This design comes from an exercise in tuning for small area on the open sky130 flow, not from production work. Where RTL was checked, it was by simulation tests only, not by an equivalence proof against the original. For run 1, only the layout was checked, not whether the RTL still works. Power and IR drop assume default switching activity.

### flow/design.v
module uart_os_tick(
	input  clk,
	input  rst,
	output tick
);
reg [14:0] Acc;
always @(posedge clk) if (rst) Acc <= 0; else Acc <= Acc[13:0] + 15'd5369;
assign tick = Acc[14];
endmodule
module async_receiver(
	input  clk,
	input  rst,
	input  tick,            
	input  RxD,
	output reg RxD_data_ready,
	output reg [7:0] RxD_data
);
reg [3:0] RxD_state;
reg [1:0] RxD_sync;
reg [1:0] Filter_cnt;
reg       RxD_bit;
reg [3:0] OversamplingCnt;
always @(posedge clk) if (rst) RxD_sync <= 2'b11; else if (tick) RxD_sync <= {RxD_sync[0], RxD};
always @(posedge clk)
if (rst) begin
	Filter_cnt <= 2'b11;
	RxD_bit <= 1'b1;
end else if (tick) begin
	if (RxD_sync[1] && Filter_cnt != 2'b11) Filter_cnt <= Filter_cnt + 1'd1;
	else if (!RxD_sync[1] && Filter_cnt != 2'b00) Filter_cnt <= Filter_cnt - 1'd1;
	if (Filter_cnt == 2'b11) RxD_bit <= 1'b1;
	else if (Filter_cnt == 2'b00) RxD_bit <= 1'b0;
end
always @(posedge clk) if (rst) OversamplingCnt <= 0; else if (tick) OversamplingCnt <= (RxD_state == 0) ? 4'd0 : OversamplingCnt + 1'd1;
wire sampleNow = tick && (OversamplingCnt == 4'd7);
always @(posedge clk)
if (rst) RxD_state <= 4'b0000; else
case (RxD_state)
	4'b0000: if (~RxD_bit)  RxD_state <= 4'b0001;
	4'b0001: if (sampleNow) RxD_state <= 4'b1000;
	4'b1000: if (sampleNow) RxD_state <= 4'b1001;
	4'b1001: if (sampleNow) RxD_state <= 4'b1010;
	4'b1010: if (sampleNow) RxD_state <= 4'b1011;
	4'b1011: if (sampleNow) RxD_state <= 4'b1100;
	4'b1100: if (sampleNow) RxD_state <= 4'b1101;
	4'b1101: if (sampleNow) RxD_state <= 4'b1110;
	4'b1110: if (sampleNow) RxD_state <= 4'b1111;
	4'b1111: if (sampleNow) RxD_state <= 4'b0010;
	4'b0010: if (sampleNow) RxD_state <= 4'b0000;
	default: RxD_state <= 4'b0000;
endcase
always @(posedge clk)
if (sampleNow && RxD_state[3]) RxD_data <= {RxD_bit, RxD_data[7:1]};
always @(posedge clk)
if (rst) RxD_data_ready <= 0; else
RxD_data_ready <= (sampleNow && RxD_state == 4'b0010 && RxD_bit);
endmodule
module async_transmitter(
	input  clk,
	input  rst,
	input  TxD_start,
	input  [7:0] TxD_data,
	output TxD,
	output TxD_busy
);
reg [3:0]  TxD_state;
reg [10:0] Acc;              
wire BitTick = Acc[10];
assign TxD_busy = (TxD_state != 0);
always @(posedge clk)
if (rst) Acc <= 0;
else if (TxD_busy) Acc <= Acc[9:0] + 11'd21;
else Acc <= 11'd21;
always @(posedge clk)
if (rst) TxD_state <= 0; else
case (TxD_state)
	4'b0000: if (TxD_start) TxD_state <= 4'b0100;
	4'b0100: if (BitTick) TxD_state <= 4'b1000;
	4'b1000: if (BitTick) TxD_state <= 4'b1001;
	4'b1001: if (BitTick) TxD_state <= 4'b1010;
	4'b1010: if (BitTick) TxD_state <= 4'b1011;
	4'b1011: if (BitTick) TxD_state <= 4'b1100;
	4'b1100: if (BitTick) TxD_state <= 4'b1101;
	4'b1101: if (BitTick) TxD_state <= 4'b1110;
	4'b1110: if (BitTick) TxD_state <= 4'b1111;
	4'b1111: if (BitTick) TxD_state <= 4'b0010;
	4'b0010: if (BitTick) TxD_state <= 4'b0011;
	4'b0011: if (BitTick) TxD_state <= 4'b0000;
	default: if (BitTick) TxD_state <= 4'b0000;
endcase
assign TxD = (TxD_state < 4) | (TxD_state[3] & TxD_data[TxD_state[2:0]]);
endmodule
module dds_fm (
	output wire fout,
	input  wire clk,
	input  wire rst
);
reg [26:0] Accum;
always @(posedge clk)
	if (rst) Accum <= 0;
	else     Accum <= Accum + 27'h1f751;
assign fout = Accum[26];
endmodule
module master_control (
	output reg  [7:0]  tx_data,
	output reg         send,
	output reg  [31:0] fm_freq,
	output reg  [31:0] am_freq,
	output reg  [1:0]  switch,
	output reg         led1,
	output reg  [18:0] adr_sram,
	output reg  [15:0] wdata_sram,
	input  wire [15:0] rdata_sram,
	output reg  [31:0] sample_code,
	output reg         z,
	output reg         wr,
	output reg         rd,
	output reg         tst,
	output reg         regim_sram,
	input  wire clk,
	input  wire rst,
	input  wire flag_rcv,
	input  wire [7:0] c0,
	input  wire [7:0] c1,
	input  wire [7:0] c2,
	input  wire uart_busy
);
localparam K_NONE = 4'd0, K_F = 4'd1, K_A = 4'd2, K_Z = 4'd3, K_W = 4'd4, K_C = 4'd5,
           K_R = 4'd6, K_G = 4'd7, K_I = 4'd8, K_S = 4'd9;
localparam M_OK = 3'd0, M_CRC = 3'd1, M_CMD = 3'd2, M_DATA = 3'd3, M_WR = 3'd4, M_ADR = 3'd5;
function [3:0] kenc(input [7:0] b);
	case (b)
		"f": kenc = K_F; "a": kenc = K_A; "z": kenc = K_Z; "w": kenc = K_W; "c": kenc = K_C;
		"r": kenc = K_R; "g": kenc = K_G; "i": kenc = K_I; "s": kenc = K_S;
		default: kenc = K_NONE;
	endcase
endfunction
reg [3:0] cmd0;
reg [7:0] cmd1, cmd2;
reg [7:0] crc;
reg [2:0] index;
reg flag_start;
reg flag_crc_ok;
reg flag_send;
reg [2:0] flag_error;
reg [2:0] msg;
reg [16:0] zzz;
wire start_seq = (c2 == "~") && (c1 == "0") && (c0 == "_");
always @(posedge clk)
if (rst) begin
	zzz <= 0;
	led1 <= 0;
end else if (flag_crc_ok) begin
	zzz <= 0;
end else if (zzz != 17'h12000) begin
	zzz <= zzz + 1'd1;
	led1 <= 0;
end else led1 <= 1;
always @(posedge clk)
	if (rst) begin
		flag_send <= 0;
		flag_start <= 0;
		flag_crc_ok <= 0;
		z <= 0;
		fm_freq <= 32'h4cccccc;
		am_freq <= 32'h33333333;
		switch <= 0;
		adr_sram <= 0;
		wdata_sram <= 0;
		sample_code <= 0;
		wr <= 0;
		rd <= 0;
		regim_sram <= 0;
		tst <= 0;
	end else if (flag_rcv) begin
		if (start_seq) begin
			cmd0 <= K_NONE;
			crc <= 0;
			flag_start <= 1;
			index <= 0;
			flag_crc_ok <= 0;
			flag_error <= M_OK;
			msg <= M_OK;
		end
		if (flag_start) begin
			index <= index + 1'd1;
			case (index)
				3'd0: cmd0 <= kenc(c0);
				3'd1: cmd1 <= c0;
				3'd2: cmd2 <= c0;
				default: ;
			endcase
			if (index < 5) crc <= crc + c0;
		end
	end else if (flag_start && index == 3'd6) begin
		flag_start <= 0;
		if (crc == c0) flag_crc_ok <= 1;
		else begin
			flag_error <= M_CRC;
			flag_send <= 1;
		end
	end else if (flag_crc_ok) begin
		flag_crc_ok <= 0;
		flag_send <= 1;
		z <= 1;
		case (cmd0)
			K_F: fm_freq <= {cmd1, cmd2, c2, c1};
			K_A: am_freq <= {cmd1, cmd2, c2, c1};
			K_Z: begin adr_sram <= {cmd2[2:0], c2, c1}; flag_error <= M_ADR; end
			K_W: begin wdata_sram <= {c2, c1}; wr <= 1; flag_error <= M_WR; end
			K_C: begin sample_code <= {cmd1, cmd2, c2, c1}; wr <= 1; end
			K_R: begin rd <= 1; flag_error <= M_DATA; end
			K_G: begin rd <= 1; regim_sram <= c1[0]; end
			K_I: begin rd <= 1; tst <= c1[0]; end
			K_S: switch <= c1[1:0];
			default: flag_error <= M_CMD;
		endcase
	end else if (flag_send) begin
		switch <= {1'b0, switch[0]};
		wr <= 0;
		rd <= 0;
		flag_error <= M_OK;
		flag_send <= 0;
		msg <= flag_error;
		z <= 0;
	end
reg [2:0]  step;
reg [7:0]  inx;
reg [2:0]  n_ok;
reg [15:0] rdata;
function [7:0] t_ok(input [2:0] i);
	case (i) 0: t_ok = "o"; 1: t_ok = "k"; 2: t_ok = "!"; 3: t_ok = 8'h0d; default: t_ok = 0; endcase
endfunction
function [7:0] t_crc(input [7:0] i);
	case (i)
		0: t_crc = "E"; 1: t_crc = "r"; 2: t_crc = "r"; 3: t_crc = "o"; 4: t_crc = "r"; 5: t_crc = " ";
		6: t_crc = "c"; 7: t_crc = "r"; 8: t_crc = "c"; 9: t_crc = "!"; 10: t_crc = 8'h0d;
		default: t_crc = 0;
	endcase
endfunction
function [7:0] t_cmd(input [7:0] i);
	case (i)
		0: t_cmd = "E"; 1: t_cmd = "r"; 2: t_cmd = "r"; 3: t_cmd = "o"; 4: t_cmd = "r"; 5: t_cmd = " ";
		6: t_cmd = "c"; 7: t_cmd = "o"; 8: t_cmd = "m"; 9: t_cmd = "m"; 10: t_cmd = "a"; 11: t_cmd = "n";
		12: t_cmd = "d"; 13: t_cmd = "!"; 14: t_cmd = 8'h0d;
		default: t_cmd = 0;
	endcase
endfunction
function [7:0] t_wr(input [7:0] i);
	case (i) 0: t_wr = " "; 1: t_wr = "W"; 2: t_wr = "R"; 3: t_wr = "!"; 4: t_wr = 8'h0d; default: t_wr = 0; endcase
endfunction
function [7:0] t_adr(input [7:0] i);
	case (i) 0: t_adr = "A"; 1: t_adr = "D"; 2: t_adr = "R"; 3: t_adr = "!"; 4: t_adr = 8'h0d; default: t_adr = 0; endcase
endfunction
always @(posedge clk)
	if (rst) begin
		step <= 0;
		send <= 0;
	end else if (step == 3'd0) begin
		send <= 0;
		step <= 3'd1;
	end else if (flag_send) begin
		step <= 3'd2;
		inx <= 0;
		n_ok <= 0;
		rdata <= rdata_sram;
	end else if (step == 3'd2) begin
		if (!uart_busy && !send) begin
			case (msg)
				M_OK: begin
					step <= (inx == 4) ? 3'd0 : 3'd3;
					tx_data <= t_ok(n_ok);
					if (n_ok != 3'd4) n_ok <= n_ok + 1'd1;
				end
				M_CRC: begin
					step <= (inx == 11) ? 3'd0 : 3'd3;
					tx_data <= t_crc(inx);
				end
				M_CMD: begin
					step <= (inx == 15) ? 3'd0 : 3'd3;
					tx_data <= t_cmd(inx);
				end
				M_DATA: begin
					step <= (inx == 3) ? 3'd0 : 3'd3;
					tx_data <= (inx == 0) ? 8'h7e : (inx == 1) ? rdata[15:8] : (inx == 2) ? rdata[7:0] : 8'h00;
				end
				M_WR: begin
					step <= (inx == 12) ? 3'd0 : 3'd3;
					tx_data <= t_wr(inx);
				end
				M_ADR: begin
					step <= (inx == 13) ? 3'd0 : 3'd3;
					tx_data <= t_adr(inx);
				end
				default: ;
			endcase
		end
	end else if (step == 3'd3) begin
		inx <= inx + 1'd1;
		send <= 1;
		step <= 3'd4;
	end else if (step == 3'd4) begin
		send <= 0;
		step <= 3'd2;
	end
endmodule
module control_flash (
	output reg  [7:0]  tx_data,
	output reg         send,
	input  wire        uart_busy,
	output reg  [3:0]  command_data,     
	output reg         wr,
	output reg  [23:0] adr_flash,
	input  wire [22:0] rddata_flash,     
	input  wire        bff,
	input  wire        rd,
	output reg         pause,
	input  wire clk,
	input  wire rst,
	input  wire flag_rcv,
	input  wire [7:0] c0,
	input  wire [7:0] c1,
	input  wire [7:0] c2
);
localparam K_NONE = 4'd0, K_9F = 4'd1, K_C7 = 4'd2, K_81 = 4'd3, K_D7 = 4'd4, K_E8 = 4'd5,
           K_D4 = 4'd6, K_D6 = 4'd7, K_83 = 4'd8, K_86 = 4'd9, K_84 = 4'd10, K_87 = 4'd11,
           K_82 = 4'd12, K_85 = 4'd13;
localparam M_OK = 2'd0, M_CRC = 2'd1, M_CMD = 2'd2, M_NONE = 2'd3;
localparam R_OK = 3'd0, R_CRC = 3'd1, R_CMD = 3'd2, R_NONE = 3'd3, R_DATA = 3'd4, R_FULL = 3'd5;
function [3:0] kenc(input [7:0] b);
	case (b)
		8'h9f: kenc = K_9F; 8'hc7: kenc = K_C7; 8'h81: kenc = K_81; 8'hd7: kenc = K_D7;
		8'he8: kenc = K_E8; 8'hd4: kenc = K_D4; 8'hd6: kenc = K_D6; 8'h83: kenc = K_83;
		8'h86: kenc = K_86; 8'h84: kenc = K_84; 8'h87: kenc = K_87; 8'h82: kenc = K_82;
		8'h85: kenc = K_85;
		default: kenc = K_NONE;
	endcase
endfunction
reg flag_send2;
reg msg2_full;
always @(posedge clk)
	if (rst) flag_send2 <= 0;
	else flag_send2 <= rd || bff;
always @(posedge clk)
	if (rd || bff) msg2_full <= !rd;
reg [3:0] cmd0;
reg [7:0] cmd1, cmd2;
reg [7:0] crc;
reg [2:0] index;
reg flag_start;
reg flag_crc_ok;
reg flag_send;
reg [1:0] flag_error;
reg [1:0] msg;
wire start_seq = (c2 == "~") && (c1 == "1") && (c0 == "_");
wire [23:0] adr_new = {cmd1, cmd2, c2};
always @(posedge clk)
	if (rst) begin
		flag_send <= 0;
		flag_start <= 0;
		flag_crc_ok <= 0;
		flag_error <= M_OK;
		wr <= 0;
		command_data <= K_NONE;
	end else if (flag_rcv) begin
		if (start_seq) begin
			cmd0 <= K_NONE;
			crc <= 0;
			flag_start <= 1;
			index <= 0;
			flag_crc_ok <= 0;
			flag_error <= M_OK;
			msg <= M_OK;
		end
		if (flag_start) begin
			index <= index + 1'd1;
			case (index)
				3'd0: cmd0 <= kenc(c0);
				3'd1: cmd1 <= c0;
				3'd2: cmd2 <= c0;
				default: ;
			endcase
			if (index < 5) crc <= crc + c0;
		end
	end else if (flag_start && index == 3'd6) begin
		flag_start <= 0;
		if (crc == c0) flag_crc_ok <= 1;
		else begin
			flag_error <= M_CRC;
			flag_send <= 1;
		end
	end else if (flag_crc_ok) begin
		flag_crc_ok <= 0;
		wr <= 1;
		if (cmd0 != K_NONE) command_data <= cmd0;
		case (cmd0)
			K_9F, K_D7: flag_error <= M_NONE;
			K_D4, K_D6: begin adr_flash <= adr_new; flag_error <= M_NONE; end
			K_C7: begin flag_error <= M_OK; flag_send <= 1; end
			K_81, K_E8, K_83, K_86, K_84, K_87, K_82, K_85:
				begin adr_flash <= adr_new; flag_error <= M_OK; flag_send <= 1; end
			default: flag_error <= M_CMD;
		endcase
	end else if (flag_send || flag_error != M_OK) begin
		wr <= 0;
		flag_error <= M_OK;
		flag_send <= 0;
		msg <= flag_error;
	end
reg [2:0] step;
reg [7:0] inx;
reg [2:0] message;
function [7:0] t_ok(input [7:0] i);
	case (i) 0: t_ok = "o"; 1: t_ok = "k"; 2: t_ok = "!"; 3: t_ok = 8'h0d; default: t_ok = 0; endcase
endfunction
function [7:0] t_crc(input [7:0] i);
	case (i)
		0: t_crc = "E"; 1: t_crc = "r"; 2: t_crc = "r"; 3: t_crc = "o"; 4: t_crc = "r"; 5: t_crc = " ";
		6: t_crc = "c"; 7: t_crc = "r"; 8: t_crc = "c"; 9: t_crc = "!"; 10: t_crc = 8'h0d;
		default: t_crc = 0;
	endcase
endfunction
function [7:0] t_cmd(input [7:0] i);
	case (i)
		0: t_cmd = "E"; 1: t_cmd = "r"; 2: t_cmd = "r"; 3: t_cmd = "o"; 4: t_cmd = "r"; 5: t_cmd = " ";
		6: t_cmd = "c"; 7: t_cmd = "o"; 8: t_cmd = "m"; 9: t_cmd = "m"; 10: t_cmd = "a"; 11: t_cmd = "n";
		12: t_cmd = "d"; 13: t_cmd = "!"; 14: t_cmd = 8'h0d;
		default: t_cmd = 0;
	endcase
endfunction
function [7:0] t_full(input [7:0] i);
	case (i)
		0: t_full = "b"; 1: t_full = "u"; 2: t_full = "f"; 3: t_full = "f"; 4: t_full = "e"; 5: t_full = "r";
		6: t_full = " "; 7: t_full = "f"; 8: t_full = "u"; 9: t_full = "l"; 10: t_full = "l"; 11: t_full = "!";
		12: t_full = 8'h0d;
		default: t_full = 0;
	endcase
endfunction
function [7:0] t_data(input [7:0] i, input [22:0] d);
	case (i)
		0: t_data = "~"; 1: t_data = "k"; 2: t_data = "_"; 3: t_data = 8'h00;
		4: t_data = {1'b0, d[22:16]}; 5: t_data = d[15:8]; 6: t_data = d[7:0]; 7: t_data = 8'h0d;
		default: t_data = 0;
	endcase
endfunction
always @(posedge clk)
	if (rst) begin
		step <= 0;
		send <= 0;
		pause <= 0;
	end else if (step == 3'd0) begin
		send <= 0;
		step <= 3'd1;
		pause <= 0;
	end else if (flag_send || flag_send2) begin
		step <= 3'd2;
		inx <= 0;
		pause <= 1;
		if (flag_send) message <= {1'b0, msg};
		else message <= msg2_full ? R_FULL : R_DATA;
	end else if (step == 3'd2) begin
		if (!uart_busy && !send) begin
			case (message)
				R_OK: begin
					step <= (inx == 4) ? 3'd0 : 3'd3;
					tx_data <= t_ok(inx);
				end
				R_CRC: begin
					step <= (inx == 11) ? 3'd0 : 3'd3;
					tx_data <= t_crc(inx);
				end
				R_CMD: begin
					step <= (inx == 15) ? 3'd0 : 3'd3;
					tx_data <= t_cmd(inx);
				end
				R_DATA: begin
					step <= (inx == 8) ? 3'd0 : 3'd3;
					tx_data <= t_data(inx, rddata_flash);
				end
				R_FULL: begin
					step <= (inx == 13) ? 3'd0 : 3'd3;
					tx_data <= t_full(inx);
				end
				default: ;
			endcase
		end
	end else if (step == 3'd3) begin
		inx <= inx + 1'd1;
		send <= 1;
		step <= 3'd4;
	end else if (step == 3'd4) begin
		send <= 0;
		step <= 3'd2;
	end
endmodule
module upr_at45db321 (
	input  wire rst,
	input  wire clk,
	input  wire [3:0] command,
	input  wire en,
	input  wire [23:0] adr_data,
	input  wire [7:0] data_in,
	output wire [22:0] data_out,     
	output reg  fifo_rd,
	output reg  wr,
	output reg  bufer_full,
	output reg  flash_write,
	input  wire pause,
	output reg  MOSI,
	output reg  CS_AT45,
	output wire SCLK,
	input  wire MISO
);
localparam K_NONE = 4'd0, K_9F = 4'd1, K_C7 = 4'd2, K_81 = 4'd3, K_D7 = 4'd4, K_E8 = 4'd5,
           K_D4 = 4'd6, K_D6 = 4'd7, K_83 = 4'd8, K_86 = 4'd9, K_84 = 4'd10, K_87 = 4'd11,
           K_82 = 4'd12, K_85 = 4'd13;
reg [3:0] sch_tick;
reg reg_SCLK;
reg [1:0] step;
reg [2:0] status;
reg [7:0] data_mosi;
reg [22:0] read_data0;
reg [22:0] read_data1;
reg [5:0] E;
reg [9:0] sch_byte;
assign data_out = read_data1;
assign SCLK = !CS_AT45 ? reg_SCLK : 1'b0;
always @(posedge clk)
	if (rst) begin
		sch_tick <= 0;
		reg_SCLK <= 0;
	end else if (sch_tick != 4'd9) sch_tick <= sch_tick + 1'd1;
	else begin
		sch_tick <= 0;
		reg_SCLK <= ~reg_SCLK;
	end
wire edge_ = (sch_tick == 4'd1) && !reg_SCLK;
reg [7:0] cbyte;
always @(*)
	case (command)
		K_9F: cbyte = 8'h9f; K_C7: cbyte = 8'hc7; K_81: cbyte = 8'h81; K_D7: cbyte = 8'hd7;
		K_E8: cbyte = 8'he8; K_D4: cbyte = 8'hd4; K_D6: cbyte = 8'hd6; K_83: cbyte = 8'h83;
		K_86: cbyte = 8'h86; K_84: cbyte = 8'h84; K_87: cbyte = 8'h87; K_82: cbyte = 8'h82;
		K_85: cbyte = 8'h85; default: cbyte = 8'h00;
	endcase
wire [23:0] tail = (command == K_9F || command == K_D7) ? 24'h000000 :
                   (command == K_C7) ? 24'h94809a : adr_data;
wire [31:0] word = {cbyte, tail};
wire wbit = E[5] ? 1'b0 : word[~E[4:0]];
always @(posedge clk)
	if (rst) begin
		step <= 0;
		CS_AT45 <= 1;
		MOSI <= 1;
		wr <= 0;
		status <= 0;
		fifo_rd <= 0;
		flash_write <= 0;
		bufer_full <= 0;
	end else if (en) begin
		fifo_rd <= 0;
		step <= 2'd1;
		status <= 0;
		CS_AT45 <= 1;
		MOSI <= 1;
		wr <= 0;
		read_data0 <= 0;
		data_mosi <= data_in;
		sch_byte <= 0;
	end else if (step == 2'd1) begin
		step <= 2'd2;
		E <= 0;
		case (command)
			K_9F: begin status <= 3'd1; flash_write <= 0; end
			K_C7, K_81: status <= 3'd0;
			K_D7, K_83, K_86: status <= 3'd1;
			K_E8, K_D4, K_D6: status <= 3'd2;
			K_84, K_87, K_82, K_85: status <= 3'd3;
			default: E <= 6'd32;      
		endcase
	end else if (status == 3'd0) begin
		if (step == 2'd2) begin
			if (!E[5]) begin
				if (edge_) begin
					CS_AT45 <= 0;
					MOSI <= wbit;
					E <= E + 1'd1;
				end
			end else begin
				step <= 2'd3;
				CS_AT45 <= 1;
				MOSI <= 1;
			end
		end
	end else if (status == 3'd1) begin
		if (step == 2'd2) begin
			if (!E[5]) begin
				if (edge_) begin
					CS_AT45 <= 0;
					MOSI <= wbit;
					E <= E + 1'd1;
					if (E >= 6'd9) read_data0 <= {read_data0[21:0], MISO};
				end
			end else begin
				step <= 2'd3;
				CS_AT45 <= 1;
				MOSI <= 1;
				read_data1 <= read_data0;
				wr <= 1;
			end
		end else wr <= 0;
	end else if (!pause) begin
		if (status == 3'd2) begin
			if (step == 2'd2) begin
				if (edge_) begin
					CS_AT45 <= 0;
					MOSI <= wbit;
					E <= (E == 6'd39) ? 6'd32 : E + 1'd1;
					read_data0 <= {15'd0, read_data0[6:0], MISO};
					if (!CS_AT45 && E[2:0] == 3'd0) begin
						read_data1 <= {15'd0, read_data0[7:0]};
						wr <= 1;
					end
				end else wr <= 0;
			end
		end else if (status == 3'd3) begin
			flash_write <= 1;
			if (step == 2'd2) begin
				if (!E[5]) begin
					if (edge_) begin
						CS_AT45 <= 0;
						MOSI <= wbit;
						E <= E + 1'd1;
					end
				end else if (edge_) begin
					MOSI <= data_mosi[7];
					data_mosi <= data_mosi << 1;
					if (E[2:0] != 3'd7) E <= E + 1'd1;
					else begin
						E <= 6'd32;
						data_mosi <= data_in;
						fifo_rd <= 1;
						if (sch_byte < 10'd527) sch_byte <= sch_byte + 1'd1;
						else begin
							status <= 3'd4;
							bufer_full <= 1;
						end
					end
				end else fifo_rd <= 0;
			end
		end else if (status == 3'd4) begin
			bufer_full <= 0;
			status <= 0;
			step <= 0;
			CS_AT45 <= 1;
			MOSI <= 1;
		end
	end
endmodule
module sram_upr (
	output wire [15:0] data_to_fpga,
	output wire [15:0] data_to_sram,
	output wire [18:0] adr_sram,
	output wire cs_n,
	output wire we_n,
	output wire oe_n,
	output wire ub_n,
	output wire lb_n,
	input  wire clk,
	input  wire rst,
	input  wire [15:0] data_fpga,
	input  wire [15:0] data_sram,
	input  wire wr,
	input  wire rd,
	input  wire [18:0] adr,
	input  wire tst,
	input  wire [15:0] data_fpga_comp,
	input  wire wr_comp,
	input  wire rd_comp,
	input  wire [18:0] adr_comp
);
reg cs;                  
reg we;
reg oe;
reg [15:0] data_rd;
reg [15:0] data_wr;
reg [18:0] data_adr;
reg [1:0]  step;         
always @(posedge clk)
	if (rst) begin
		cs <= 1; we <= 1; oe <= 1;
		data_rd <= 0; data_wr <= 0; data_adr <= 0;
		step <= 2'd3;
	end else if (wr || wr_comp) begin
		cs <= 0; we <= 0; oe <= 1;
		if (!tst) begin data_adr <= adr;      data_wr <= data_fpga; end
		else      begin data_adr <= adr_comp; data_wr <= data_fpga_comp; end
	end else if (rd || rd_comp) begin
		step <= 0;
	end else if (step == 2'd0) begin
		cs <= 0; we <= 1; oe <= 0;
		data_adr <= tst ? adr : adr_comp;
		step <= 2'd1;
	end else if (step == 2'd1) begin
		data_rd <= data_sram;
		step <= 2'd2;
	end else begin
		cs <= 1; we <= 1; oe <= 1;
		step <= 2'd3;
	end
assign data_to_fpga = data_rd;
assign adr_sram     = data_adr;
assign data_to_sram = data_wr;
assign cs_n = cs;
assign we_n = we;
assign oe_n = oe;
assign ub_n = cs;
assign lb_n = cs;
endmodule
module dma_sram_dds (
	output wire [15:0] data,
	output wire [18:0] adr,
	output wire wr,
	output wire rd,
	input  wire clk,
	input  wire [7:0] in,
	input  wire rst,
	input  wire regim,
	input  wire en
);
reg [18:0] adr_sch_wr;
reg [18:0] adr_sch_rd;
reg [7:0]  data_lo;
reg        data_hi;         
reg wr_reg;
reg rd_reg;
reg [1:0] fnt1;
reg [1:0] fnt2;
wire clk_sample;
assign data = {{8{data_hi}}, data_lo};
assign adr  = regim ? adr_sch_wr : adr_sch_rd;
assign wr   = wr_reg;
assign rd   = rd_reg;
always @(posedge clk) if (rst) fnt2 <= 0; else fnt2 <= {fnt2[0], regim};
always @(posedge clk) if (rst) fnt1 <= 0; else fnt1 <= {fnt1[0], clk_sample};
always @(posedge clk)
	if (rst) begin
		adr_sch_wr <= 0;
		data_lo <= 0;
		data_hi <= 0;
		wr_reg <= 0;
	end else if (fnt2 == 2'b01) begin
		adr_sch_wr <= 0;
	end else if (regim) begin
		if (en) begin
			data_lo <= in;
			data_hi <= 1'b1;
			adr_sch_wr <= adr_sch_wr + 1'd1;
			wr_reg <= 1;
		end else wr_reg <= 0;
	end
always @(posedge clk)
	if (rst) begin
		adr_sch_rd <= 0;
		rd_reg <= 0;
	end else if (fnt2 == 2'b10) begin
		adr_sch_rd <= 0;
	end else if (!regim) begin
		if (fnt1 == 2'b01) begin
			adr_sch_rd <= adr_sch_rd + 1'd1;
			rd_reg <= 1;
		end else rd_reg <= 0;
	end
dds_fm dds_sample(.fout(clk_sample), .clk(clk), .rst(rst));
endmodule
`timescale 1ns / 1ps
module sdr_ctrl(
	input  wire clk,
	input  wire rst,
	input  wire        uart_rx,
	output wire        uart_tx,
	input  wire        stream_rx,
	output wire [31:0] fm_freq,
	output wire [31:0] am_freq,
	output wire [1:0]  chanel_am_fm,
	output wire        led1,
	output wire        z,
	output wire [31:0] sample_code,
	output wire [18:0] sram_a,
	output wire [15:0] sram_dout,
	input  wire [15:0] sram_din,
	output wire        sram_ce0,
	output wire        sram_we,
	output wire        sram_lb,
	output wire        sram_oe,
	output wire        sram_ub,
	input  wire        MISO_AT45,
	output wire        MOSI_AT45,
	output wire        SCLK_AT45,
	output wire        CS_AT45,
	input  wire [7:0]  flash_din,
	output wire        flash_fifo_rd,
	output wire        flash_write
);
wire os_tick;
uart_os_tick os_tick_gen(.clk(clk), .rst(rst), .tick(os_tick));
wire rx_ready;
wire [7:0] rx_byte;
async_receiver cmd_rx(
	.clk(clk), .rst(rst), .tick(os_tick), .RxD(uart_rx),
	.RxD_data_ready(rx_ready), .RxD_data(rx_byte)
);
reg [7:0] c0, c1, c2;
reg flag_rcv;
always @(posedge clk)
	if (rst) begin
		c0 <= 0; c1 <= 0; c2 <= 0;
		flag_rcv <= 0;
	end else begin
		flag_rcv <= rx_ready;
		if (rx_ready) begin
			c0 <= rx_byte;
			c1 <= c0;
			c2 <= c1;
		end
	end
wire send1, busy1, send2, busy2;
wire [7:0] byte1, byte2;
wire tx_uart1, tx_uart2;
assign uart_tx = tx_uart1 & tx_uart2;
async_transmitter tx1(.clk(clk), .rst(rst), .TxD_start(send1), .TxD_data(byte1), .TxD(tx_uart1), .TxD_busy(busy1));
async_transmitter tx2(.clk(clk), .rst(rst), .TxD_start(send2), .TxD_data(byte2), .TxD(tx_uart2), .TxD_busy(busy2));
wire [15:0] data_sram_rd;
wire [15:0] data_sram_wr;
wire [18:0] wadr_sram;
wire wr, rd;
wire regim_reg;
wire [18:0] adr_sram_comp;
wire [15:0] data_sram_comp;
wire wr_comp, rd_comp, tst_comp;
master_control m1(
	.tx_data(byte1), .send(send1),
	.fm_freq(fm_freq), .am_freq(am_freq), .switch(chanel_am_fm), .led1(led1),
	.adr_sram(adr_sram_comp), .wdata_sram(data_sram_comp), .rdata_sram(data_sram_rd),
	.sample_code(sample_code), .z(z), .wr(wr_comp), .rd(rd_comp), .tst(tst_comp),
	.regim_sram(regim_reg),
	.clk(clk), .rst(rst), .flag_rcv(flag_rcv), .c0(c0), .c1(c1), .c2(c2), .uart_busy(busy1)
);
wire stream_ready;
wire [7:0] stream_byte;
async_receiver stream_rx_i(
	.clk(clk), .rst(rst), .tick(os_tick), .RxD(stream_rx),
	.RxD_data_ready(stream_ready), .RxD_data(stream_byte)
);
dma_sram_dds dma1(
	.data(data_sram_wr), .adr(wadr_sram), .wr(wr), .rd(rd),
	.clk(clk), .in(stream_byte), .rst(rst), .regim(regim_reg), .en(stream_ready)
);
sram_upr s1(
	.data_to_fpga(data_sram_rd), .data_to_sram(sram_dout), .adr_sram(sram_a),
	.cs_n(sram_ce0), .we_n(sram_we), .oe_n(sram_oe), .ub_n(sram_ub), .lb_n(sram_lb),
	.clk(clk), .rst(rst),
	.data_fpga(data_sram_wr), .data_sram(sram_din), .wr(wr), .rd(rd), .adr(wadr_sram),
	.tst(tst_comp), .data_fpga_comp(data_sram_comp), .wr_comp(wr_comp), .rd_comp(rd_comp),
	.adr_comp(adr_sram_comp)
);
wire [3:0] command_to_spi;
wire en_to_spi;
wire [23:0] adr_to_spi;
wire [22:0] data_from_spi;
wire wr_from_spi;
wire bufer_full;
wire uart_pause;
control_flash cf1(
	.tx_data(byte2), .send(send2), .uart_busy(busy2),
	.command_data(command_to_spi), .wr(en_to_spi), .adr_flash(adr_to_spi),
	.rddata_flash(data_from_spi), .bff(bufer_full), .rd(wr_from_spi), .pause(uart_pause),
	.clk(clk), .rst(rst), .flag_rcv(flag_rcv), .c0(c0), .c1(c1), .c2(c2)
);
upr_at45db321 upr_at45db321_1(
	.rst(rst), .clk(clk),
	.command(command_to_spi), .en(en_to_spi), .adr_data(adr_to_spi),
	.data_in(flash_din), .data_out(data_from_spi),
	.fifo_rd(flash_fifo_rd), .wr(wr_from_spi), .bufer_full(bufer_full),
	.flash_write(flash_write), .pause(uart_pause),
	.MOSI(MOSI_AT45), .CS_AT45(CS_AT45), .SCLK(SCLK_AT45), .MISO(MISO_AT45)
);
endmodule
### flow/run.sh
#!/bin/bash
# synth_recipe.tcl (not shown) runs the flow's synth.tcl, then flattens the netlist and writes it again
# the make line also repeats each setting of config.mk as NAME=value (left out here)
make -C /OpenROAD-flow-scripts/flow DESIGN_CONFIG=/design/flow/config.mk WORK_HOME=/design/flow/orfs CLKGATE_MAP_FILE= SYNTH_SCRIPT=/design/flow/synth_recipe.tcl finish
### flow/config.mk
export PLATFORM = sky130hd
export DESIGN_NAME = sdr_ctrl
export DESIGN_NICKNAME = sdr_ctrl
export VERILOG_FILES = /design/flow/design.v
export SDC_FILE = /design/flow/constraint.sdc
export NUM_CORES = 4
export LEC_CHECK = 0
export ABC_AREA = 1
export CAP_MARGIN = 20
export CORE_MARGIN = 2
export CORE_UTILIZATION = 40
export CTS_BUF_LIST = sky130_fd_sc_hd__clkbuf_4
export CTS_CLUSTER_DIAMETER = 40
export CTS_CLUSTER_SIZE = 10
export SLEW_MARGIN = 20
### flow/constraint.sdc
create_clock -name core_clock -period 10.0 [get_ports {clk}]
set_input_delay 2.0000 -clock core_clock [delete_from_list [all_inputs] [get_ports {clk}]]
set_output_delay 2.0000 -clock core_clock [all_outputs]
set_load 0.01 [all_outputs]
==> results by group, run 1 <==
Die
  • Die ar.: 80,900 um2
  • Site row count: 102
  • Core ar.: 77,600 um2
  • Die X-Extent: 284 um
  • I/O pins: 175
  • Initial Util: 40.5%
  • Die H: 284 um

Global route
  • Vias in the first global route: 24,100
  • Initial antenna violation count: 4
  • Largest net degree at the start of global routing: 164
  • Global-route wire length before repair: 130,000 um
  • Total global-route track usage: 19.8%
  • Grt total ovfl: 0

Synth
  • Post-Syn Area: 31,500 um2
  • Ys Warns: 10
  • Synthesized flop and latch total: 707
  • Post-synth ARST share: 0%
  • Cell variety after synth: 73
  • Post-synthesis average cell area: 8.25 um2
  • Predominant post-synthesis flop cell: dfxtp_1
  • Sequential share of the synthesized area: 52.5%
  • EDFF count, synth: 235
  • Post-Synthesis Cells: 3,813
  • Post-Syn Nets: 3,920

Timing
  • Final Cycle Share: 48.4%
  • Worst slew pin tran: 1.01 ns
  • Final setup viols: 0
  • Setup TNS: 0 ns
  • RSZ-0062 raised after global routing: false
  • Slew Viols, Final: 0
  • Hold slack: 0.427 ns
  • Max_slew headroom: 32.3%
  • PnR worst setup slack: 5.16 ns
  • Final Hold Vio Count: 0
  • Skew final: 0.0965 ns
  • Fmax: 207 MHz
  • Fin crit period: 4.84 ns

Routing
  • Pre-antenna DRT Iters: 8
  • Routed vias/inst: 5.03
  • Vias: 25,800
  • 1st-iter DRT viols: 1,740
  • DRC violations left: 0
  • Final WL: 81,900 um
  • Final ANT Viol Nets: 0
  • Wirelength per Cell: 15.9 um

Cells and area
  • Top Registers: m1.am_freq (32), m1.fm_freq (32), m1.sample_code (32)
  • Finished Cell Area: 36,000 um2
  • Layout cell share with drive strength beyond 1: 8.00%
  • Fillers: 7,747
  • Area growth, synth to finish: 14.4%
  • Final #Nets: 4,102

Worst setup path
  • Worst r2r src: m1.flag_send
  • Crit path arrival time: 2.84 ns
  • Critical path required time: 8.00 ns
  • Internal reg-to-reg setup slack: 6.73 ns
  • Worst R2R Path Depth: 11
  • Crit end category: primary output
  • CP startpoint kind: register
  • Critical path class: reg2out
  • Crit Path Max Fanout: 6

Clock tree
  • Hold bufs inserted after CTS: 0
  • Clock latency on the worst-skew pair: 0.98 ns
  • CTS tree: yes
  • Post-CTS sizing: 0
  • Worst-path clk slew: 0.10 ns
  • H-tree depth: 3
  • Postcts setup bufs: 0
  • Clock sink count: 707
  • Root buffer cell: clkbuf_4
  • TritonCTS Buffers: 109
  • CTS Buffer Depth: 3

Power and ir drop
  • Power Density: 165 nW/um2
  • Leak: 14.4 nW
  • Design Power: 5.93 mW
  • Max IR drop VDD: 0.0897 mV

Place
  • Final RePlAce weighted congestion: 0.894
  • HPWL after DPL: 56,200 um
  • Input/output buffers: 174
  • Place WS: 5.07 ns
  • DP Area: 34,100 um2

Run
  • Maxcap violations: 0

Worst hold path
  • Worst Hold Launch: cf1.cmd2[4]
  • Hold Path Class: reg2reg
  • Hold EP: cf1.adr_flash[12]
  • Hold Crit Depth: 0

Status
  • Outcome: timing/DRC/antenna clean
## cells in the final DEF (no fill, tap or decap), drive strengths merged, types with 8 or more instances in the layout
cell type      synthesis  layout
or2                   16      16
xnor2                  8       8
xor2                  32      32
inv                  473     487
a22oi                  8       8
o22ai                 12      12
bufinv                 0      15
nor3                 107     107
nor4                  19      19
clkinv                 2      38
a21oi                238     238
a31oi                 43      43
clkdlybuf4s50          0     173
nand4                 39      39
a211oi                21      21
ha                    76      76
edfxtp               235     235
nand2                603     603
nor2                 631     631
dfxtp                472     472
buf                   43      19
o31ai                 11      11
o21ai                370     370
clkbuf                78     128
nand3                168     168
o211ai                43      43
clkinvlp               0      12
## cells in the mapped netlist, types with 32 or more instances
cell type | count | share of area (%)
edfxtp_1 | 235 | 22
clkbuf_1 | 76 | 0.91
nor2_1 | 615 | 7.3
xor2_1 | 32 | 0.89
inv_1 | 443 | 5.3
a21oi_1 | 236 | 3.8
ha_1 | 76 | 3.0
a31oi_1 | 42 | 0.84
nor3_1 | 97 | 1.5
o211ai_1 | 43 | 1.0
nand3_1 | 163 | 2.6
o21ai_0 | 348 | 5.5
nand4_1 | 37 | 0.74
nand2_1 | 595 | 7.1
dfxtp_1 | 472 | 30
## report_power, final
part	internal, mW	switching, mW	total, mW
Sequential	3.05	0.0861	3.14
Combinational	0.198	0.387	0.585
Clock	1.04	1.16	2.20
## metrics by stage
stage	utilization, %	cells
2_1_floorplan	-	3813
3_3_place_gp	44.0	4923
3_5_place_dp	44.0	4923
4_1_cts	46.3	5128
5_1_grt	46.4	5135
6_report	46.4	5135
## kinds of logic after synthesis
kind of cell	share of synthesized area, %
AND/OR/NAND/NOR	21.5
AO/OA/AOI/OAI	14.2
flip-flops	52.5
buffers and inverters	7.37
adder cells (fa/ha/maj)	3.15
XOR/XNOR	1.11
multiplexers	0.251
## per-layer routing
layer	part of all wire, %	GRT usage, %	vias up
met4	2.6	5.92	0
met2	46	32.4	607
met3	5.4	3.38	139
met5	0	0	-
met1	46	26.8	11900
li1	-	-	13200
## worst max-delay path, stage by stage (launching register included)
cell and delay (ns):
dfxtp_1 0.42, inv_1 0.08, nor2_1 0.19, a22oi_1 0.11, nand2_1 0.09, a21oi_1 0.14, nor3_1 0.34, clkdlybuf4s50_1 0.61
## worst max-delay path by stage
stage          cells after the start  slack [ns]             start                              to
2_1_floorplan                      6        4.94               rst   upr_at45db321_1.read_data0[0]
3_3_place_gp                       4        5.16               rst  upr_at45db321_1.read_data0[21]
3_5_place_dp                       4        5.07               rst  upr_at45db321_1.read_data0[22]
4_1_cts                            6        5.03  tx1.TxD_state[0]                         uart_tx
5_1_grt                            7        4.93  tx1.TxD_state[1]                         uart_tx
6_report                           7        5.16  tx1.TxD_state[1]                         uart_tx
## final cells by class
| type | instances | area (um2) | share of cell area [%] |
|---|---|---|---|
| antenna | 6 | 15.0 | 0.0417 |
| clock buffer | 128 | 961 | 2.67 |
| clock inverter | 77 | 832 | 2.31 |
| inverter | 475 | 1790 | 4.98 |
| multi-input combinational | 2510 | 12700 | 35.3 |
| sequential | 707 | 16500 | 45.9 |
| tap | 1040 | 1300 | 3.62 |
| timing repair buffer | 192 | 1880 | 5.22 |
==> run 2: changes to the inputs <==
--- a/flow/design.v
+++ b/flow/design.v
@@ -51,4 +51,5 @@
 endcase
 always @(posedge clk)
+if (rst) RxD_data <= 0; else
 if (sampleNow && RxD_state[3]) RxD_data <= {RxD_bit, RxD_data[7:1]};
 always @(posedge clk)
@@ -159,7 +160,14 @@
 always @(posedge clk)
 	if (rst) begin
+		cmd0 <= K_NONE;
+		cmd1 <= 0;
+		cmd2 <= 0;
 		flag_send <= 0;
+		index <= 0;
 		flag_start <= 0;
+		crc <= 0;
 		flag_crc_ok <= 0;
+		flag_error <= M_OK;
+		msg <= M_OK;
 		z <= 0;
 		fm_freq <= 32'h4cccccc;
@@ -257,4 +265,8 @@
 		step <= 0;
 		send <= 0;
+		tx_data <= 0;
+		inx <= 0;
+		n_ok <= 0;
+		rdata <= 0;
 	end else if (step == 3'd0) begin
 		send <= 0;
@@ -337,11 +349,17 @@
 	endcase
 endfunction
+reg [22:0] rddata;
 reg flag_send2;
 reg msg2_full;
 always @(posedge clk)
-	if (rst) flag_send2 <= 0;
-	else flag_send2 <= rd || bff;
-always @(posedge clk)
-	if (rd || bff) msg2_full <= !rd;
+if (rst) begin
+	rddata <= 0;
+	flag_send2 <= 0;
+	msg2_full <= 0;
+end else if (rd || bff) begin
+	rddata <= rddata_flash;
+	flag_send2 <= 1;
+	msg2_full <= !rd;
+end else flag_send2 <= 0;
 reg [3:0] cmd0;
 reg [7:0] cmd1, cmd2;
@@ -357,10 +375,17 @@
 always @(posedge clk)
 	if (rst) begin
+		cmd0 <= K_NONE;
+		cmd1 <= 0;
+		cmd2 <= 0;
 		flag_send <= 0;
+		index <= 0;
 		flag_start <= 0;
+		crc <= 0;
 		flag_crc_ok <= 0;
 		flag_error <= M_OK;
+		msg <= M_OK;
 		wr <= 0;
 		command_data <= K_NONE;
+		adr_flash <= 0;
 	end else if (flag_rcv) begin
 		if (start_seq) begin
@@ -448,5 +473,8 @@
 		step <= 0;
 		send <= 0;
+		tx_data <= 0;
+		inx <= 0;
 		pause <= 0;
+		message <= R_OK;
 	end else if (step == 3'd0) begin
 		send <= 0;
@@ -476,5 +504,5 @@
 				R_DATA: begin
 					step <= (inx == 8) ? 3'd0 : 3'd3;
-					tx_data <= t_data(inx, rddata_flash);
+					tx_data <= t_data(inx, rddata);
 				end
 				R_FULL: begin
@@ -556,5 +584,10 @@
 		status <= 0;
 		fifo_rd <= 0;
+		data_mosi <= 0;
+		read_data0 <= 0;
+		read_data1 <= 0;
 		flash_write <= 0;
+		E <= 0;
+		sch_byte <= 0;
 		bufer_full <= 0;
 	end else if (en) begin
@@ -591,4 +624,5 @@
 				CS_AT45 <= 1;
 				MOSI <= 1;
+				read_data1 <= read_data0;
 			end
 		end
==> flow/config.mk (replaced) <==
export PLATFORM = sky130hd
export DESIGN_NAME = sdr_ctrl
export DESIGN_NICKNAME = sdr_ctrl
export VERILOG_FILES = /design/flow/design.v
export SDC_FILE = /design/flow/constraint.sdc
export NUM_CORES = 4
export LEC_CHECK = 0
export CAP_MARGIN = 20
export CORE_MARGIN = 2
export CORE_UTILIZATION = 40
export SLEW_MARGIN = 20
==> run 2 against run 1 <==
- setup slack improved by 0.18 ns
- largest cell class is now multi-input combinational cells
- critical path type unchanged
- global-route usage is 1.0 points lower
- fmax rose by 3.8%
- synthesized cell count grew 4.6%
- core utilization rose by 0.17 points
- sequential share of layout area is 7.4 points lower
==> results by group, run 2 <==
Synth
  • Post-synthesis average cell area: 8.24 um2 (-0.11%)
  • Area leader, netlist: dfxtp_1
  • Most area-consuming cells after synthesis: dfxtp_1 44%, nand2_1 7.2%, a21oi_1 6.2%, nor2_1 5.4%, mux2i_1 4.5%
  • EDFF count, synth: 0 (-100%)
  • Synthesized flop and latch total: 730 (+3.3%)
  • Ys Warns: 10 (unchanged)
  • Most frequent cells after synthesis: 730 x dfxtp_1, 630 x nand2_1, 470 x nor2_1, 410 x a21oi_1, 246 x clkbuf_1
  • Post-Syn Area: 32,900 um2 (+4.5%)
  • Cell variety after synth: 86 (+18%)
  • Post-synth ARST share: 0% (unchanged)
  • Post-Syn Nets: 4,096 (+4.5%)
  • Top-count cell post-synth: dfxtp_1
  • Predominant post-synthesis flop cell: dfxtp_1
  • Post-Synthesis Cells: 3,989 (+4.6%)
  • Top cell type's share of synthesized area: 44.5% (+14 points)
  • Sequential share of the synthesized area: 44.5% (-8.0 points)

Global route
  • Global-route wire length before repair: 134,000 um (+2.8%)
  • Vias in the first global route: 25,200 (+4.4%)
  • Initial antenna violation count: 0 (-4)
  • Grt total ovfl: 0 (unchanged)
  • Largest net degree at the start of global routing: 155 (-5.5%)
  • Total global-route track usage: 18.8% (-1.0 points)

Cells and area
  • Diode count: 0 (-6)
  • Layout cell share with drive strength beyond 1: 5.96% (-2.0 points)
  • Top Registers: m1.am_freq (32), m1.fm_freq (32), m1.sample_code (32)
  • Most frequent cells in the layout: 730 x dfxtp_1, 630 x nand2_1, 468 x nor2_1, 410 x a21oi_1, 173 x clkdlybuf4s50_1
  • Area growth, synth to finish: 15.7%
  • Commonest non-fill, non-tap cell in the layout: dfxtp_1
  • Final #Nets: 4,105 (+0.073%)

Timing
  • Final setup viols: 0 (unchanged)
  • Final Cycle Share: 46.6% (-1.8 points)
  • Slew Viols, Final: 0 (unchanged)
  • Fin crit period: 4.66 ns (-0.177 ns)
  • Hold slack: 0.438 ns (+0.0114 ns)
  • Max_slew headroom: 27.6% (-4.6 points)
  • Final Hold Vio Count: 0 (unchanged)
  • Fmax: 214 MHz (+3.8%)
  • Skew final: 0.0327 ns (-0.0638 ns)
  • Worst slew pin tran: 1.08 ns (+0.0721 ns)
  • Setup TNS: 0 ns (unchanged)
  • RSZ-0062 raised after global routing: false

Routing
  • Vias: 27,100 (+5.1%)
  • 1st-iter DRT viols: 1,757 (+0.98%)
  • Final WL: 82,000 um (+0.14%)
  • Final ANT Viol Nets: 0 (unchanged)
  • DRC violations left: 0 (unchanged)
  • Wirelength per Cell: 16.0 um (+0.20%)
  • Pre-antenna DRT Iters: 5 (-3)
  • Routed vias/inst: 5.29 (+5.2%)

Run
  • Maxcap violations: 0 (unchanged)

Worst setup path
  • Cell Chain, Critical Path: mux4_2 > nor3b_1 > nor3_1 > clkdlybuf4s50_1
  • Critical path required time: 8.00 ns (about the same)
  • Critical path class: reg2out
  • Crit path arrival time: 2.66 ns (-0.18 ns)
  • Crit end category: primary output
  • CP bufs+invs: 1 (-1)
  • Slowest-stage cell, CP: mux4_2
  • CP delay by family, top: multiplexers
  • CP peak stage delay: 0.56 ns (-0.05 ns)
  • Crit Path Max Fanout: 10 (+4)
  • CP startpoint kind: register

Die
  • I/O pins: 175 (unchanged)
  • Die ar.: 84,500 um2 (+4.4%)
  • Core ar.: 81,700 um2 (+5.3%)
  • Die X-Extent: 291 um (+2.2%)
  • Die H: 291 um (+2.2%)
  • Site row count: 105 (+2.9%)
  • Initial Util: 40.2% (-0.31 points)

Clock tree
  • Worst-path clk slew: 0.06 ns (-0.04 ns)
  • TritonCTS Buffers: 81 (-26%)
  • Postcts setup bufs: 0 (unchanged)
  • CTS Buffer Depth: 3 (unchanged)
  • Clock sink count: 730 (+3.3%)
  • H-tree depth: 3 (unchanged)
  • CTS tree: yes
  • Root buffer cell: clkbuf_16
  • Post-CTS sizing: 0 (unchanged)
  • Hold bufs inserted after CTS: 0 (unchanged)
  • Clock latency on the worst-skew pair: 0.64 ns (-0.34 ns)

Place
  • HPWL after DPL: 54,600 um (-2.9%)
  • Input/output buffers: 174 (unchanged)
  • Final RePlAce weighted congestion: 0.808 (-9.7%)

Worst hold path
  • Hold Path Class: reg2reg

Power and ir drop
  • Design Power: 6.37 mW (+7.4%)
  • Leak: 13.5 nW (-5.9%)
  • Power Density: 167 nW/um2 (+1.6%)
  • Max IR drop VDD: 0.130 mV (+45%)

Status
  • Outcome: timing/DRC/antenna clean
## run 2: path summary, 6_finish.rpt
path | start | to | slack (ns) | cells after the start
worst min register to register | tx2.Acc[9] | tx2.Acc[10] | 0.44 | 2
worst min-delay path | tx2.Acc[9] | tx2.Acc[10] | 0.44 | 2
worst max-delay path | tx1.TxD_state[0] | uart_tx | 5.34 | 4
worst max register to register | upr_at45db321_1.E[0] | upr_at45db321_1.sch_byte[6] | 6.70 | 8
## run 2: cell families after synthesis
| family | Yosys count | synth area share [%] |
|---|---|---|
| AND/OR/NAND/NOR | 1657 | 23.4 |
| AO/OA/AOI/OAI | 874 | 16.3 |
| flip-flops | 730 | 44.5 |
| buffers and inverters | 364 | 4.26 |
| multiplexers | 163 | 5.29 |
| XOR/XNOR | 123 | 3.28 |
| adder cells (fa/ha/maj) | 78 | 3.01 |
## run 2: layer usage
metal	up-vias	GRT usage, %	part of all wire, %
met2	448	32.0	48
met3	115	2.36	3.6
met5	-	0	0
met1	12800	25.1	47
li1	13800	-	-
met4	0	5.21	2.0
## run 2: area by class of cell
class                      count  area (um2)
timing repair buffer         209        2030
clock inverter                24         419
sequential                   730       14600
fill                        8051       43700
tap                         1070        1340
inverter                      81         304
clock buffer                 123        2430
multi-input combinational   2895       16900
## run 2: metrics by stage
| step | util, % | cell area [um2] | instances | setup WS [ns] |
|---|---|---|---|---|
| after CTS | 46.5 | 38000 | 5131 | 5.24 |
| after detailed placement | 43.0 | 35200 | 4984 | 5.39 |
| after global placement | 43.0 | 35200 | 4984 | 5.41 |
| after floorplan | - | 32900 | 3989 | 6.19 |
| after global routing | 46.5 | 38000 | 5132 | 5.15 |
| final | 46.5 | 38000 | 5132 | 5.34 |
## run 2: tightest hold or removal path, delay by kind of cell (launching register included)
kind,cells,cell delay [ns]
flops,1,0.31
simple gates,2,0.08
## run 2: where the power goes
part           internal (mW)  leakage (nW)  total [mW]  switching (mW)
sequential              2.95          5.89        3.00          0.0510
clock                   1.89          1.40        3.13            1.24
combinational         0.0967          6.25       0.232           0.135
total                   4.94          13.5        6.37            1.42
==> run 3: changes to the inputs <==
--- a/flow/design.v
+++ b/flow/design.v
@@ -51,5 +51,4 @@
 endcase
 always @(posedge clk)
-if (rst) RxD_data <= 0; else
 if (sampleNow && RxD_state[3]) RxD_data <= {RxD_bit, RxD_data[7:1]};
 always @(posedge clk)
@@ -125,4 +124,7 @@
 	input  wire [7:0] c1,
 	input  wire [7:0] c2,
+	input  wire [7:0] c3,
+	input  wire [7:0] c4,
+	input  wire [7:0] c5,
 	input  wire uart_busy
 );
@@ -137,6 +139,5 @@
 	endcase
 endfunction
-reg [3:0] cmd0;
-reg [7:0] cmd1, cmd2;
+reg clean;         
 reg [7:0] crc;
 reg [2:0] index;
@@ -147,4 +148,5 @@
 reg [2:0] msg;
 reg [16:0] zzz;
+wire [3:0] cmd0 = clean ? kenc(c5) : K_NONE;
 wire start_seq = (c2 == "~") && (c1 == "0") && (c0 == "_");
 always @(posedge clk)
@@ -160,14 +162,7 @@
 always @(posedge clk)
 	if (rst) begin
-		cmd0 <= K_NONE;
-		cmd1 <= 0;
-		cmd2 <= 0;
 		flag_send <= 0;
-		index <= 0;
 		flag_start <= 0;
-		crc <= 0;
 		flag_crc_ok <= 0;
-		flag_error <= M_OK;
-		msg <= M_OK;
 		z <= 0;
 		fm_freq <= 32'h4cccccc;
@@ -183,5 +178,5 @@
 	end else if (flag_rcv) begin
 		if (start_seq) begin
-			cmd0 <= K_NONE;
+			clean <= !flag_start;
 			crc <= 0;
 			flag_start <= 1;
@@ -193,10 +188,4 @@
 		if (flag_start) begin
 			index <= index + 1'd1;
-			case (index)
-				3'd0: cmd0 <= kenc(c0);
-				3'd1: cmd1 <= c0;
-				3'd2: cmd2 <= c0;
-				default: ;
-			endcase
 			if (index < 5) crc <= crc + c0;
 		end
@@ -213,9 +202,9 @@
 		z <= 1;
 		case (cmd0)
-			K_F: fm_freq <= {cmd1, cmd2, c2, c1};
-			K_A: am_freq <= {cmd1, cmd2, c2, c1};
-			K_Z: begin adr_sram <= {cmd2[2:0], c2, c1}; flag_error <= M_ADR; end
+			K_F: fm_freq <= {c4, c3, c2, c1};
+			K_A: am_freq <= {c4, c3, c2, c1};
+			K_Z: begin adr_sram <= {c3[2:0], c2, c1}; flag_error <= M_ADR; end
 			K_W: begin wdata_sram <= {c2, c1}; wr <= 1; flag_error <= M_WR; end
-			K_C: begin sample_code <= {cmd1, cmd2, c2, c1}; wr <= 1; end
+			K_C: begin sample_code <= {c4, c3, c2, c1}; wr <= 1; end
 			K_R: begin rd <= 1; flag_error <= M_DATA; end
 			K_G: begin rd <= 1; regim_sram <= c1[0]; end
@@ -265,8 +254,4 @@
 		step <= 0;
 		send <= 0;
-		tx_data <= 0;
-		inx <= 0;
-		n_ok <= 0;
-		rdata <= 0;
 	end else if (step == 3'd0) begin
 		send <= 0;
@@ -333,5 +318,8 @@
 	input  wire [7:0] c0,
 	input  wire [7:0] c1,
-	input  wire [7:0] c2
+	input  wire [7:0] c2,
+	input  wire [7:0] c3,
+	input  wire [7:0] c4,
+	input  wire [7:0] c5
 );
 localparam K_NONE = 4'd0, K_9F = 4'd1, K_C7 = 4'd2, K_81 = 4'd3, K_D7 = 4'd4, K_E8 = 4'd5,
@@ -349,19 +337,12 @@
 	endcase
 endfunction
-reg [22:0] rddata;
 reg flag_send2;
 reg msg2_full;
 always @(posedge clk)
-if (rst) begin
-	rddata <= 0;
-	flag_send2 <= 0;
-	msg2_full <= 0;
-end else if (rd || bff) begin
-	rddata <= rddata_flash;
-	flag_send2 <= 1;
-	msg2_full <= !rd;
-end else flag_send2 <= 0;
-reg [3:0] cmd0;
-reg [7:0] cmd1, cmd2;
+	if (rst) flag_send2 <= 0;
+	else flag_send2 <= rd || bff;
+always @(posedge clk)
+	if (rd || bff) msg2_full <= !rd;
+reg clean;         
 reg [7:0] crc;
 reg [2:0] index;
@@ -371,24 +352,18 @@
 reg [1:0] flag_error;
 reg [1:0] msg;
+wire [3:0] cmd0 = clean ? kenc(c5) : K_NONE;
 wire start_seq = (c2 == "~") && (c1 == "1") && (c0 == "_");
-wire [23:0] adr_new = {cmd1, cmd2, c2};
+wire [23:0] adr_new = {c4, c3, c2};
 always @(posedge clk)
 	if (rst) begin
-		cmd0 <= K_NONE;
-		cmd1 <= 0;
-		cmd2 <= 0;
 		flag_send <= 0;
-		index <= 0;
 		flag_start <= 0;
-		crc <= 0;
 		flag_crc_ok <= 0;
 		flag_error <= M_OK;
-		msg <= M_OK;
 		wr <= 0;
 		command_data <= K_NONE;
-		adr_flash <= 0;
 	end else if (flag_rcv) begin
 		if (start_seq) begin
-			cmd0 <= K_NONE;
+			clean <= !flag_start;
 			crc <= 0;
 			flag_start <= 1;
@@ -400,10 +375,4 @@
 		if (flag_start) begin
 			index <= index + 1'd1;
-			case (index)
-				3'd0: cmd0 <= kenc(c0);
-				3'd1: cmd1 <= c0;
-				3'd2: cmd2 <= c0;
-				default: ;
-			endcase
 			if (index < 5) crc <= crc + c0;
 		end
@@ -473,8 +442,5 @@
 		step <= 0;
 		send <= 0;
-		tx_data <= 0;
-		inx <= 0;
 		pause <= 0;
-		message <= R_OK;
 	end else if (step == 3'd0) begin
 		send <= 0;
@@ -504,5 +470,5 @@
 				R_DATA: begin
 					step <= (inx == 8) ? 3'd0 : 3'd3;
-					tx_data <= t_data(inx, rddata);
+					tx_data <= t_data(inx, rddata_flash);
 				end
 				R_FULL: begin
@@ -584,10 +550,5 @@
 		status <= 0;
 		fifo_rd <= 0;
-		data_mosi <= 0;
-		read_data0 <= 0;
-		read_data1 <= 0;
 		flash_write <= 0;
-		E <= 0;
-		sch_byte <= 0;
 		bufer_full <= 0;
 	end else if (en) begin
@@ -624,5 +585,4 @@
 				CS_AT45 <= 1;
 				MOSI <= 1;
-				read_data1 <= read_data0;
 			end
 		end
@@ -845,5 +805,5 @@
 	.RxD_data_ready(rx_ready), .RxD_data(rx_byte)
 );
-reg [7:0] c0, c1, c2;
+reg [7:0] c0, c1, c2, c3, c4, c5;
 reg flag_rcv;
 always @(posedge clk)
@@ -859,4 +819,10 @@
 		end
 	end
+always @(posedge clk)
+	if (rx_ready) begin
+		c3 <= c2;
+		c4 <= c3;
+		c5 <= c4;
+	end
 wire send1, busy1, send2, busy2;
 wire [7:0] byte1, byte2;
@@ -879,5 +845,5 @@
 	.sample_code(sample_code), .z(z), .wr(wr_comp), .rd(rd_comp), .tst(tst_comp),
 	.regim_sram(regim_reg),
-	.clk(clk), .rst(rst), .flag_rcv(flag_rcv), .c0(c0), .c1(c1), .c2(c2), .uart_busy(busy1)
+	.clk(clk), .rst(rst), .flag_rcv(flag_rcv), .c0(c0), .c1(c1), .c2(c2), .c3(c3), .c4(c4), .c5(c5), .uart_busy(busy1)
 );
 wire stream_ready;
@@ -910,5 +876,5 @@
 	.command_data(command_to_spi), .wr(en_to_spi), .adr_flash(adr_to_spi),
 	.rddata_flash(data_from_spi), .bff(bufer_full), .rd(wr_from_spi), .pause(uart_pause),
-	.clk(clk), .rst(rst), .flag_rcv(flag_rcv), .c0(c0), .c1(c1), .c2(c2)
+	.clk(clk), .rst(rst), .flag_rcv(flag_rcv), .c0(c0), .c1(c1), .c2(c2), .c3(c3), .c4(c4), .c5(c5)
 );
 upr_at45db321 upr_at45db321_1(
--- a/flow/config.mk
+++ b/flow/config.mk
@@ -6,6 +6,10 @@
 export NUM_CORES = 4
 export LEC_CHECK = 0
+export ABC_AREA = 1
 export CAP_MARGIN = 20
 export CORE_MARGIN = 2
 export CORE_UTILIZATION = 40
+export CTS_BUF_LIST = sky130_fd_sc_hd__clkbuf_4
+export CTS_CLUSTER_DIAMETER = 40
+export CTS_CLUSTER_SIZE = 10
 export SLEW_MARGIN = 20
==> run 3 against run 2 <==
- clock-buffer cell count up 8
- cell count grew 0.90%
- global-route usage up 0.87 points
- area after synthesis is 5.4% lower
- sequential share of layout area rose by 6.7 points
- via count shrank 4.3%
- hold slack got worse by 0.0057 ns
- highest routed layer unchanged
- power shrank 8.9%
==> results by group, run 3 <==
Synth
  • Ys Warns: 10 (unchanged)
  • Area leader, netlist: dfxtp_1
  • Post-synthesis average cell area: 8.07 um2 (-2.1%)
  • Most area-consuming cells after synthesis: dfxtp_1 30%, edfxtp_1 21%, nand2_1 8.6%, nor2_1 6.7%, o21ai_0 5.5%
  • Top cell type's share of synthesized area: 30.4% (-14 points)
  • Post-Syn Area: 31,100 um2 (-5.4%)
  • Cell variety after synth: 62 (-28%)
  • Synthesized flop and latch total: 693 (-5.1%)
  • Post-synth ARST share: 0% (unchanged)
  • Top-count cell post-synth: nand2_1
  • Post-Synthesis Cells: 3,854 (-3.4%)
  • Post-Syn Nets: 3,956 (-3.4%)
  • Sequential share of the synthesized area: 51.7% (+7.3 points)
  • Most frequent cells after synthesis: 714 x nand2_1, 559 x nor2_1, 472 x dfxtp_1, 442 x inv_1, 339 x o21ai_0
  • Predominant post-synthesis flop cell: dfxtp_1
  • EDFF count, synth: 221 (+221)

Worst setup path
  • CP startpoint kind: register
  • Crit path arrival time: 2.75 ns (+0.09 ns)
  • Crit Path Max Fanout: 6 (-4)
  • Critical path required time: 8.00 ns (about the same)
  • Crit end category: primary output
  • Critical path class: reg2out

Power and ir drop
  • Leak: 14.6 nW (+7.7%)
  • Power Density: 163 nW/um2 (-2.8%)
  • Design Power: 5.80 mW (-8.9%)
  • Max IR drop VDD: 0.0810 mV (-38%)

Timing
  • Setup TNS: 0 ns (unchanged)
  • Final Cycle Share: 47.5% (+0.85 points)
  • Max_slew headroom: 28.5% (+0.87 points)
  • Worst slew pin tran: 1.07 ns (-0.0103 ns)
  • Skew final: 0.0623 ns (+0.0295 ns)
  • Final setup viols: 0 (unchanged)
  • Slew Viols, Final: 0 (unchanged)
  • Final Hold Vio Count: 0 (unchanged)
  • Fin crit period: 4.75 ns (+0.0851 ns)
  • RSZ-0062 raised after global routing: false
  • Fmax: 211 MHz (-1.8%)

Routing
  • 1st-iter DRT viols: 1,753 (-0.23%)
  • Pre-antenna DRT Iters: 6 (+1)
  • Final WL: 79,200 um (-3.4%)
  • DRC violations left: 0 (unchanged)
  • Routed vias/inst: 5.02 (-5.2%)
  • Vias: 26,000 (-4.3%)
  • Final ANT Viol Nets: 0 (unchanged)
  • Wirelength per Cell: 15.3 um (-4.3%)

Cells and area
  • Fillers: 7,672 (-4.7%)
  • Top Registers: m1.am_freq (32), m1.fm_freq (32), m1.sample_code (32)
  • Finished Layout Cells: 5,178 (+0.90%)
  • Most frequent cells in the layout: 714 x nand2_1, 557 x nor2_1, 471 x dfxtp_1, 442 x inv_1, 339 x o21ai_0
  • Multi-input logic area: 12,800 um2 (-24%)
  • Post-route core utilization: 46.2% (-0.37 points)
  • Final #Nets: 4,143 (+0.93%)
  • Commonest non-fill, non-tap cell in the layout: nand2_1
  • Layout cell share with drive strength beyond 1: 7.01% (+1.1 points)
  • Register area: 16,100 um2 (+10%)
  • Area growth, synth to finish: 14.6%

Die
  • Initial Util: 40.3% (+0.062 points)
  • I/O pins: 175 (unchanged)
  • Die ar.: 80,000 um2 (-5.3%)
  • Die H: 283 um (-2.7%)
  • Die X-Extent: 283 um (-2.7%)
  • Core ar.: 77,200 um2 (-5.5%)
  • Site row count: 102 (-2.9%)

Clock tree
  • Hold bufs inserted after CTS: 0 (unchanged)
  • Post-CTS sizing: 0 (unchanged)
  • Clock sink count: 693 (-5.1%)
  • Worst-path clk slew: 0.11 ns (+0.05 ns)
  • Root buffer cell: clkbuf_4
  • TritonCTS Buffers: 107 (+32%)
  • Clock latency on the worst-skew pair: 0.91 ns (+0.27 ns)
  • H-tree depth: 3 (unchanged)
  • CTS Buffer Depth: 3 (unchanged)
  • CTS tree: yes
  • Postcts setup bufs: 0 (unchanged)

Global route
  • Total global-route track usage: 19.7% (+0.87 points)
  • Initial antenna violation count: 2 (+2)
  • Largest net degree at the start of global routing: 90 (-42%)
  • Grt total ovfl: 0 (unchanged)
  • Vias in the first global route: 24,300 (-3.6%)
  • Global-route wire length before repair: 127,000 um (-4.8%)

Place
  • HPWL after DPL: 55,100 um (+1.0%)
  • DP Cell Count: 4,972 (-0.24%)
  • Final RePlAce weighted congestion: 0.883 (+9.3%)
  • Input/output buffers: 174 (unchanged)

Worst hold path
  • Hold Path Class: reg2reg

Status
  • Outcome: timing/DRC/antenna clean

Run
  • Maxcap violations: 0 (unchanged)
run 3: cells by family after synthesis:
group           after synthesis  synth area share [%]
simple gates               1673                  22.5
compound gates              792                  14.3
flops                       693                  51.7
buf+inv                     581                  7.24
fa+ha+maj                    73                  2.98
xor+xnor                     35                 0.985
mux                           7                 0.253
run 3: where the power goes:
group / switching, mW / total [mW] / leakage, nW / internal [mW]
combinational: 0.354 / 0.538 / 7.66 / 0.184
sequential: 0.0732 / 3.06 / 5.91 / 2.99
clock: 1.11 / 2.20 / 1.01 / 1.10
total: 1.53 / 5.80 / 14.6 / 4.27
run 3: layout make-up:
type                            instances  share of cell area, %
Antenna cell                            3                 0.0211
Clock buffer                          131                   2.76
Clock inverter                         72                   2.30
Inverter                              465                   4.91
Multi-Input combinational cell       2580                   35.9
Sequential cell                       693                   45.1
Tap cell                             1040                   3.65
Timing Repair Buffer                  194                   5.30
run 3: stage by stage:
step / cell area (um2) / worst slack (ns) / hold slack, ns
after floorplan: 31100 / 3.29 / 0.402
after global placement: 33800 / 5.07 / 0.413
after detailed placement: 33800 / 5.01 / 0.413
after CTS: 35600 / 5.14 / 0.429
after global routing: 35600 / 5.02 / 0.450
final: 35600 / 5.25 / 0.433
run 3: critical path: stages, from the launching register on:
cell	delay, ns
dfxtp_1	0.36
nor2_1	0.28
a221oi_1	0.15
a31oi_1	0.29
o22ai_1	0.19
inv_1	0.08
clkdlybuf4s50_1	0.52
run 3: worst paths after layout:
kind	start	to	slack [ns]	cells past startpoint
worst max-delay path	tx1.TxD_state[1]	uart_tx	5.25	6
worst min-delay path	s1.data_rd[6]	m1.rdata[6]	0.43	0
worst max register to register	m1.wr	s1.data_adr[0]	6.51	8
worst min register to register	s1.data_rd[6]	m1.rdata[6]	0.43	0
run 3: metal layers:
layer | part of all wire, % | GRT usage (%) | up-vias
met4 | 2.1 | 5.48 | 0
met3 | 4.5 | 2.99 | 121
li1 | - | - | 13300
met5 | 0 | 0 | -
met1 | 47 | 27.0 | 12000
met2 | 46 | 32.3 | 513

==> static timing again, ports no longer ideal <==
The results above use ideal ports. As a check the final layouts listed here were re-extracted and re-timed, cells and wires unchanged. Step 1, drivers: a clkbuf_16 drives clk and a buf_2 each remaining input, both assumed. Step 2 also shifts input and output timing later by t, the mid clock arrival at the registers, as if the neighbouring blocks saw the same clock. Slacks: ideal ports / drivers / drivers and shift; pairs: ideal ports / drivers.
run | shift t [ns] | setup WS [ns] | worst register clock-pin slew, ns | cell pins on the clock port's net
run 1 | 0.980 | 5.160 / 5.100 / 5.166 | 0.12 / 0.12 | 1
run 2 | 0.690 | 5.337 / 5.271 / 5.397 | 0.06 / 0.06 | 1
run 3 | 0.934 | 5.252 / 5.191 / 5.029 | 0.12 / 0.12 | 1
After both steps every run listed still meets setup and hold. For run 3, which loses most, drivers alone change the setup slack by -0.061 ns; drivers and shift together by -0.223 ns.
